From an optimization exercise on the open Yosys and OpenROAD flow, aimed at small area, a short achievable clock period and few clock cycles; shortcuts taken in it are not production practice.
The RTL was checked by simulation tests, not by an equivalence proof against the original design.

==> flow/design.v, too long to show whole: its modules and the start of the top module <==
// module HAMMING_IP: 66 lines
// module MDC: 1959 lines
module MDC(clk, rst_n, in_valid, in_data, in_mode, out_valid, out_data);
  // ...
==> flow/flow/run.sh <==
#!/bin/bash
set -euo pipefail
bash standard.sh SETUP_SLACK_MARGIN=7 TNS_END_PERCENT=25 \
  "BUFFER_PORTS_ARGS=-buffer_cell sky130_fd_sc_hd__buf_2" finish > standard.log 2>&1
==> flow/standard.sh <==
#!/bin/bash
# synth_recipe.tcl (not shown) runs the flow's synth.tcl, then flattens the netlist and writes it again
# the make line also repeats each setting of config.mk as NAME=value (left out here)
make -C /OpenROAD-flow-scripts/flow DESIGN_CONFIG=/design/flow/config.mk WORK_HOME=/design/flow/orfs CLKGATE_MAP_FILE= SYNTH_SCRIPT=/design/flow/synth_recipe.tcl "${@:-finish}"
==> flow/config.mk <==
export PLATFORM = sky130hd
export DESIGN_NAME = MDC
export DESIGN_NICKNAME = MDC
export VERILOG_FILES = /design/flow/design.v
export SDC_FILE = /design/flow/constraint.sdc
export NUM_CORES = 4
export LEC_CHECK = 0
export CAP_MARGIN = 20
export CORE_MARGIN = 2
export CORE_UTILIZATION = 45
export SLEW_MARGIN = 20
==> flow/constraint.sdc <==
create_clock -name core_clock -period 11.0 [get_ports {clk}]
set_input_delay 2.2000 -clock core_clock [delete_from_list [all_inputs] [get_ports {clk}]]
set_output_delay 2.2000 -clock core_clock [all_outputs]
set_load 0.01 [all_outputs]
==> flow_summary.ini, run 1 <==
[run_status]
status = complete, no violations

[die]
io_pins = 235
num_tap_cells = 1755

[critical_path]
crit_fanout = 8
cp-endpoint = out_data[25]
r2r_start = U2_S[0]
path_class = register to output pin
endpoint_kind = output pin
crit_slowest_cell = a222oi_1

[global_routing]
grt_util_all_layers = 0.384
use_met3 = 0.181

[detailed_routing]
wl_met1_um = 99300
vias = 51500
top_layer_used = met5
drt_iter0_drc = 8567
via_per_inst = 6.54

[timing]
post-route-period-util = 0.413
relSlewSlack = 0.0900

[clock_network]
hold_buffers = 0
cts_htree_levels = 3
cts_tree = yes

[placement]
dp_cells = 7626
routabilityCongestion = 1.04
dp_hpwl_um = 194000

[logic_synthesis]
syn_area_per_cell_um2 = 9.99
synth.top_cells.by_count = 699 x inv_1, 632 x a22oi_1, 536 x nand2_1, 496 x fa_1, 471 x xnor2_1
ys_seq_area_frac = 0.339
async_flop_share = 0.0367
synthAdderAreaFrac = 0.212

[layout]
multi_input_area_share = 0.530
non_clock_buffer_count = 419
largest_cell_class = multi-input gates
final_layout_size_suffix_gt1_frac = 0.121
reg_top3 = U0_C (46), U0_S (46)
Testbench counts, summed over its fixed seeds: cycles 30,937.
==> run 2: changes to the inputs <==
--- a/flow/design.v
+++ b/flow/design.v
@@ -99,24 +99,24 @@
 wire [3:0] msyn;
 assign msyn[0] = mw[1]^mw[3]^mw[5]^mw[7]^mw[9];
 assign msyn[1] = mw[2]^mw[3]^mw[6]^mw[7];
 assign msyn[2] = mw[4]^mw[5]^mw[6]^mw[7];
 assign msyn[3] = mw[8]^mw[9];
 wire md4 = mw[3] ^ (msyn == 4'd3);
 wire md1 = mw[7] ^ (msyn == 4'd7);
 reg [4:0] cyc;
-reg [7:0] oe2, oe3, oe4;
+reg [15:0] oe2, oe3, oe4;
 reg [1:0] mode;       
 wire m4 = mode[1];
 wire m3 = ~mode[1] & mode[0];
 wire m2 = ~mode[0];
 always @(posedge clk or negedge rst_n) begin
   if (!rst_n) begin
-    cyc <= 5'd0; out_valid <= 1'b0; oe2 <= 8'd0; oe3 <= 8'd0; oe4 <= 8'd0;
+    cyc <= 5'd0; out_valid <= 1'b0; oe2 <= 16'd0; oe3 <= 16'd0; oe4 <= 16'd0;
   end else begin
     if (cyc == 5'd0) cyc <= in_valid ? 5'd1 : 5'd0;
     else if ((cyc == 5'd18 && !m4) || cyc == 5'd19) cyc <= 5'd0;
     else cyc <= cyc + 5'd1;
     out_valid <= (cyc == 5'd17 && !m4) || (cyc == 5'd18 && m4);
     oe2[0] <= (cyc == 5'd17) && m2;
     oe3[0] <= (cyc == 5'd17) && m3;
     oe4[0] <= (cyc == 5'd18) && m4;
@@ -136,16 +136,40 @@
     oe3[5] <= ((cyc & 5'd5) == 5'd1) && ((cyc & 5'd26) == 5'd16) && m3;
     oe4[5] <= ((cyc & 5'd5) == 5'd0) && ((cyc & 5'd26) == 5'd18) && m4;
     oe2[6] <= ((cyc & 5'd6) == 5'd0) && ((cyc & 5'd25) == 5'd17) && m2;
     oe3[6] <= ((cyc & 5'd6) == 5'd0) && ((cyc & 5'd25) == 5'd17) && m3;
     oe4[6] <= ((cyc & 5'd6) == 5'd2) && ((cyc & 5'd25) == 5'd16) && m4;
     oe2[7] <= ((cyc & 5'd7) == 5'd1) && ((cyc & 5'd24) == 5'd16) && m2;
     oe3[7] <= ((cyc & 5'd7) == 5'd1) && ((cyc & 5'd24) == 5'd16) && m3;
     oe4[7] <= ((cyc & 5'd7) == 5'd2) && ((cyc & 5'd24) == 5'd16) && m4;
+    oe2[8] <= ((cyc & 5'd8) == 5'd0) && ((cyc & 5'd23) == 5'd17) && m2;
+    oe3[8] <= ((cyc & 5'd8) == 5'd0) && ((cyc & 5'd23) == 5'd17) && m3;
+    oe4[8] <= ((cyc & 5'd8) == 5'd0) && ((cyc & 5'd23) == 5'd18) && m4;
+    oe2[9] <= ((cyc & 5'd9) == 5'd1) && ((cyc & 5'd22) == 5'd16) && m2;
+    oe3[9] <= ((cyc & 5'd9) == 5'd1) && ((cyc & 5'd22) == 5'd16) && m3;
+    oe4[9] <= ((cyc & 5'd9) == 5'd0) && ((cyc & 5'd22) == 5'd18) && m4;
+    oe2[10] <= ((cyc & 5'd10) == 5'd0) && ((cyc & 5'd21) == 5'd17) && m2;
+    oe3[10] <= ((cyc & 5'd10) == 5'd0) && ((cyc & 5'd21) == 5'd17) && m3;
+    oe4[10] <= ((cyc & 5'd10) == 5'd2) && ((cyc & 5'd21) == 5'd16) && m4;
+    oe2[11] <= ((cyc & 5'd11) == 5'd1) && ((cyc & 5'd20) == 5'd16) && m2;
+    oe3[11] <= ((cyc & 5'd11) == 5'd1) && ((cyc & 5'd20) == 5'd16) && m3;
+    oe4[11] <= ((cyc & 5'd11) == 5'd2) && ((cyc & 5'd20) == 5'd16) && m4;
+    oe2[12] <= ((cyc & 5'd12) == 5'd0) && ((cyc & 5'd19) == 5'd17) && m2;
+    oe3[12] <= ((cyc & 5'd12) == 5'd0) && ((cyc & 5'd19) == 5'd17) && m3;
+    oe4[12] <= ((cyc & 5'd12) == 5'd0) && ((cyc & 5'd19) == 5'd18) && m4;
+    oe2[13] <= ((cyc & 5'd13) == 5'd1) && ((cyc & 5'd18) == 5'd16) && m2;
+    oe3[13] <= ((cyc & 5'd13) == 5'd1) && ((cyc & 5'd18) == 5'd16) && m3;
+    oe4[13] <= ((cyc & 5'd13) == 5'd0) && ((cyc & 5'd18) == 5'd18) && m4;
+    oe2[14] <= ((cyc & 5'd14) == 5'd0) && ((cyc & 5'd17) == 5'd17) && m2;
+    oe3[14] <= ((cyc & 5'd14) == 5'd0) && ((cyc & 5'd17) == 5'd17) && m3;
+    oe4[14] <= ((cyc & 5'd14) == 5'd2) && ((cyc & 5'd17) == 5'd16) && m4;
+    oe2[15] <= ((cyc & 5'd15) == 5'd1) && ((cyc & 5'd16) == 5'd16) && m2;
+    oe3[15] <= ((cyc & 5'd15) == 5'd1) && ((cyc & 5'd16) == 5'd16) && m3;
+    oe4[15] <= ((cyc & 5'd15) == 5'd2) && ((cyc & 5'd16) == 5'd16) && m4;
   end
 end
 reg signed [10:0] xd;    
 always @(posedge clk) begin
   if (in_valid && cyc == 5'd0) mode <= {md4, md1};
   xd <= din;
 end
 wire [4:0] pc = cyc - 5'd1;
@@ -2009,17 +2033,25 @@
       (cyc == 5'd16 && m4) ||
       (cyc == 5'd17 && m4);
 end
 function [22:0] sx23(input [21:0] v); sx23 = {v[21], v}; endfunction
 function [50:0] sx51(input [32:0] v); sx51 = {{18{v[32]}}, v}; endfunction
 wire [206:0] o2 = {sx23(m01[21:0]), sx23(m12[21:0]), sx23(m23[21:0]), sx23(m02[21:0]), sx23(m13[21:0]), sx23(m03[21:0]), sx23(b0[21:0]), sx23(b1[21:0]), sx23(b2[21:0])};
 wire [206:0] o3 = {3'b000, sx51(b0), sx51(b3), sx51(b1), sx51(b2)};
 wire [206:0] o4 = {{161{det[45]}}, det};
-assign out_data[24:0] = ({25{oe2[0]}} & o2[24:0]) | ({25{oe3[0]}} & o3[24:0]) | ({25{oe4[0]}} & o4[24:0]);
-assign out_data[50:25] = ({26{oe2[1]}} & o2[50:25]) | ({26{oe3[1]}} & o3[50:25]) | ({26{oe4[1]}} & o4[50:25]);
-assign out_data[76:51] = ({26{oe2[2]}} & o2[76:51]) | ({26{oe3[2]}} & o3[76:51]) | ({26{oe4[2]}} & o4[76:51]);
-assign out_data[102:77] = ({26{oe2[3]}} & o2[102:77]) | ({26{oe3[3]}} & o3[102:77]) | ({26{oe4[3]}} & o4[102:77]);
-assign out_data[128:103] = ({26{oe2[4]}} & o2[128:103]) | ({26{oe3[4]}} & o3[128:103]) | ({26{oe4[4]}} & o4[128:103]);
-assign out_data[154:129] = ({26{oe2[5]}} & o2[154:129]) | ({26{oe3[5]}} & o3[154:129]) | ({26{oe4[5]}} & o4[154:129]);
-assign out_data[180:155] = ({26{oe2[6]}} & o2[180:155]) | ({26{oe3[6]}} & o3[180:155]) | ({26{oe4[6]}} & o4[180:155]);
-assign out_data[206:181] = ({26{oe2[7]}} & o2[206:181]) | ({26{oe3[7]}} & o3[206:181]) | ({26{oe4[7]}} & o4[206:181]);
+assign out_data[11:0] = ({12{oe2[0]}} & o2[11:0]) | ({12{oe3[0]}} & o3[11:0]) | ({12{oe4[0]}} & o4[11:0]);
+assign out_data[24:12] = ({13{oe2[1]}} & o2[24:12]) | ({13{oe3[1]}} & o3[24:12]) | ({13{oe4[1]}} & o4[24:12]);
+assign out_data[37:25] = ({13{oe2[2]}} & o2[37:25]) | ({13{oe3[2]}} & o3[37:25]) | ({13{oe4[2]}} & o4[37:25]);
+assign out_data[50:38] = ({13{oe2[3]}} & o2[50:38]) | ({13{oe3[3]}} & o3[50:38]) | ({13{oe4[3]}} & o4[50:38]);
+assign out_data[63:51] = ({13{oe2[4]}} & o2[63:51]) | ({13{oe3[4]}} & o3[63:51]) | ({13{oe4[4]}} & o4[63:51]);
+assign out_data[76:64] = ({13{oe2[5]}} & o2[76:64]) | ({13{oe3[5]}} & o3[76:64]) | ({13{oe4[5]}} & o4[76:64]);
+assign out_data[89:77] = ({13{oe2[6]}} & o2[89:77]) | ({13{oe3[6]}} & o3[89:77]) | ({13{oe4[6]}} & o4[89:77]);
+assign out_data[102:90] = ({13{oe2[7]}} & o2[102:90]) | ({13{oe3[7]}} & o3[102:90]) | ({13{oe4[7]}} & o4[102:90]);
+assign out_data[115:103] = ({13{oe2[8]}} & o2[115:103]) | ({13{oe3[8]}} & o3[115:103]) | ({13{oe4[8]}} & o4[115:103]);
+assign out_data[128:116] = ({13{oe2[9]}} & o2[128:116]) | ({13{oe3[9]}} & o3[128:116]) | ({13{oe4[9]}} & o4[128:116]);
+assign out_data[141:129] = ({13{oe2[10]}} & o2[141:129]) | ({13{oe3[10]}} & o3[141:129]) | ({13{oe4[10]}} & o4[141:129]);
+assign out_data[154:142] = ({13{oe2[11]}} & o2[154:142]) | ({13{oe3[11]}} & o3[154:142]) | ({13{oe4[11]}} & o4[154:142]);
+assign out_data[167:155] = ({13{oe2[12]}} & o2[167:155]) | ({13{oe3[12]}} & o3[167:155]) | ({13{oe4[12]}} & o4[167:155]);
+assign out_data[180:168] = ({13{oe2[13]}} & o2[180:168]) | ({13{oe3[13]}} & o3[180:168]) | ({13{oe4[13]}} & o4[180:168]);
+assign out_data[193:181] = ({13{oe2[14]}} & o2[193:181]) | ({13{oe3[14]}} & o3[193:181]) | ({13{oe4[14]}} & o4[193:181]);
+assign out_data[206:194] = ({13{oe2[15]}} & o2[206:194]) | ({13{oe3[15]}} & o3[206:194]) | ({13{oe4[15]}} & o4[206:194]);
 endmodule
==> run 2 against run 1 <==
Effect of this change: still clean; routed wire length grew 1.6%; sequential share of layout area grew 0.56 points; flip-flop and latch count grew 21; clock skew shrank 0.037 ns; hold slack gained 0.00072 ns; setup slack gained 0.042 ns; non-clock buffer count shrank 16; global-route usage grew 0.59 points; final area grew 0.67%; clock-buffer cell count shrank 9; critical path type unchanged; critical endpoint is now out_data[102]; largest cell class unchanged; highest routed layer unchanged.
==> flow_summary.ini, run 2 <==
[logic_synthesis]
synthCells = 6058
synth.distinct_cells = 86
synth.area.top_cells = edfxtp_1 18%, fa_1 16%, dfxtp_1 14%, a22oi_1 8.3%, xnor2_1 7.0%
netlist_area_mm2 = 0.0603
synth_top_area_frac = 0.183
ys_seq_area_frac = 0.344
synth_warnings = 1
synth.net_count = 6798
synth_area_leader_cell = edfxtp_1
synth_edf_count = 367
async_flop_share = 0.0608
yosys_most_used_dff = dfxtp_1
syn_area_per_cell_um2 = 9.96
synth.top_cells.by_count = 701 x inv_1, 664 x a22oi_1, 605 x nand2_1, 496 x fa_1, 479 x xnor2_1
yosys_register_bits = 839
yosysMostFrequentCell = inv_1

[layout]
reg_top3 = U0_C (46), U0_S (46)
multi_input_area_mm2 = 0.0357
area_growth_pct = 11.7
layout.cells.non_filler = 7986
final_cell_mix = 701 x inv_1, 649 x a22oi_1, 598 x nand2_1, 496 x fa_1, 469 x xnor2_1
n_fill_cell = 12400
final_layout_size_suffix_gt1_frac = 0.121
layout_commonest_cell = inv_1
seq_area_mm2 = 0.0208
final_nets = 6860

[clock_network]
cts.sinks = 839
cts.path.max_buffers = 3
cts_buffers = 98
cts_tree = yes
clockRootBuffer = clkbuf_16
clk_pin_slew_ns = 0.06
cts_htree_levels = 3
worstSkewPairLatency_ns = 0.75

[critical_path]
r2r_slack_ns = 6.61
crit_slowest_cell = a222oi_1
cp.depth = 3
slowest_delay_ns = 0.68
crit_buf_inv = 2
setup.worst_path.start_class = register
crit_arrival_ns = 2.30
path_class = register to output pin
endpoint_kind = output pin
r2r_end = b3[28]
path_cells = a222oi_1 -> inv_1 -> buf_6
critical_path_required_ns = 8.80
reg2reg_depth = 13
r2r_start = U2_S[0]
cpLargestDelayFamily = compound AO/OA/AOI/OAI gates
crit_fanout = 2
cp-endpoint = out_data[102]
critPathLaunch = m13[10]

[run_status]
status = complete, no violations

[die]
io_pins = 235
die_w_um = 370
num_rows = 134
coreArea_mm2 = 0.133
dieArea_mm2 = 0.137
dieHeight_um = 370
initial_utilization = 0.453

[detailed_routing]
route.detailed.drc = 0
vias = 51400
wl_per_cell_um = 34.0
wirelength_um = 271000
first_pass_iters = 13
via_per_inst = 6.43
drt_iter0_drc = 7622
postRouteAntennaNets = 0

[timing]
post-route-period-util = 0.409
rsz0062_at_grt = yes
hold_ws_ns = 0.472
worst_slew_pin_slew_ns = 1.36
fin_tns_setup_ns = 0
fmax_mhz = 222
finalMaxSlewViolations = 0
report.final.setup_viol = 0
relSlewSlack = 0.0841
hold_viol_final = 0
clock_skew_ns = 0.0528
period_minus_slack_ns = 4.50

[global_routing]
grt_util_all_layers = 0.390
grt_pass1_vias = 49800
grt_max_degree = 66
grt_pass1_wl_um = 379000
overflow = 0
antenna_found_initial = 17

[placement]
io_buffers = 234
dp_hpwl_um = 202000
routabilityCongestion = 1.05
dp_cells = 7744

[worst_hold_path]
hp-class = register to register

[run]
maxCapViolCount = 0
run 2: cell types whose count changed after synthesis, moves of 15 or more:
| cell | delta |
|---|---|
| clkbuf_1 | -18 |
| a221o_1 | -27 |
| a22oi_1 | +32 |
| dfrtp_1 | +21 |
| nand2_1 | +69 |
| nor2_1 | +15 |
run 2: repair_timing:
action	in CTS	in global routing
pin swaps	5	28
resized for setup	36	78
buffers inserted	17	20
hold buffers	0	0
cloned	2	4
setup endpoints to repair	224	276
run 2: worst min-delay path by stage:
| stage | startpoint | end | depth (start not counted) |
|---|---|---|---|
| after floorplan | U0_C[0] | U0_C[0] | 1 |
| after global placement | U2_C[0] | U2_C[0] | 1 |
| after detailed placement | U1_C[0] | U1_C[0] | 1 |
| after CTS | U1_C[0] | U1_C[0] | 1 |
| after global routing | U1_C[0] | U1_C[0] | 1 |
| final | U1_C[0] | U1_C[0] | 1 |
run 2: cells by family (layout without fill, tap and decap cells):
kind of cell               count (synthesis)  after routing  synth area share
AOI/OAI and AO/OA                       1434           1435             0.176
and+or+nand+nor                         1207           1210            0.0920
muxes                                     58             58            0.0105
xor gates and xnor gates                 652            652            0.0962
buffers and inverters                   1154           1298            0.0720
DFF                                      839            839             0.344
adders and majority gates                714            714             0.210
other                                      0             12                 0
run 2: final cells by class:
cell class,count,share of cell area
antenna,12,0.000446
clock buffer,124,0.0398
clock inverter,62,0.0103
inverter,709,0.0395
multi-input combinational,4069,0.530
sequential,839,0.308
tap,1768,0.0328
timing repair buffer,403,0.0385
run 2: routing by layer:
metal  wire length [um]  track usage
met5                284       0.0140
met1              98900        0.488
met2             115000        0.578
met3              36600        0.141
met4              20300        0.227
run 2: metrics by stage:
stage | utilization | setup WS (ns) | instance area, um2
2_1_floorplan | - | 6.59 | 60400
3_3_place_gp | 0.473 | 6.01 | 63100
3_5_place_dp | 0.474 | 5.98 | 63100
4_1_cts | 0.501 | 6.56 | 66800
5_1_grt | 0.505 | 6.53 | 67400
6_report | 0.506 | 6.50 | 67400
Testbench counts of run 2, summed over its fixed seeds: cycles 30,937.

-- static timing again, ports no longer ideal --
In the flow no input, the clock included, has a driving cell. The finished layouts below were timed again as built, in two steps.
Step 1, drivers: a clkbuf_16 drives clk and a buf_2 each remaining input, both assumed.
Step 2 moves the port delays by t, midway between the first and last clock arrival at a register: inputs arrive t later, outputs are due t later. That takes back most of the time a late clock gives input paths.
a / b / c = no drivers / after step 1 / after step 2; a / b = the first two.
run	t, ns	setup slack, ns	slew at the worst register clock pin (ns)
run 1	0.795	6.454 / 6.368 / 6.272	0.07 / 0.07
run 2	0.811	6.496 / 6.413 / 6.172	0.07 / 0.07
After both steps every run listed still meets setup and hold. For run 2, which loses most, drivers alone change the setup slack by -0.083 ns; drivers and shift together by -0.324 ns.
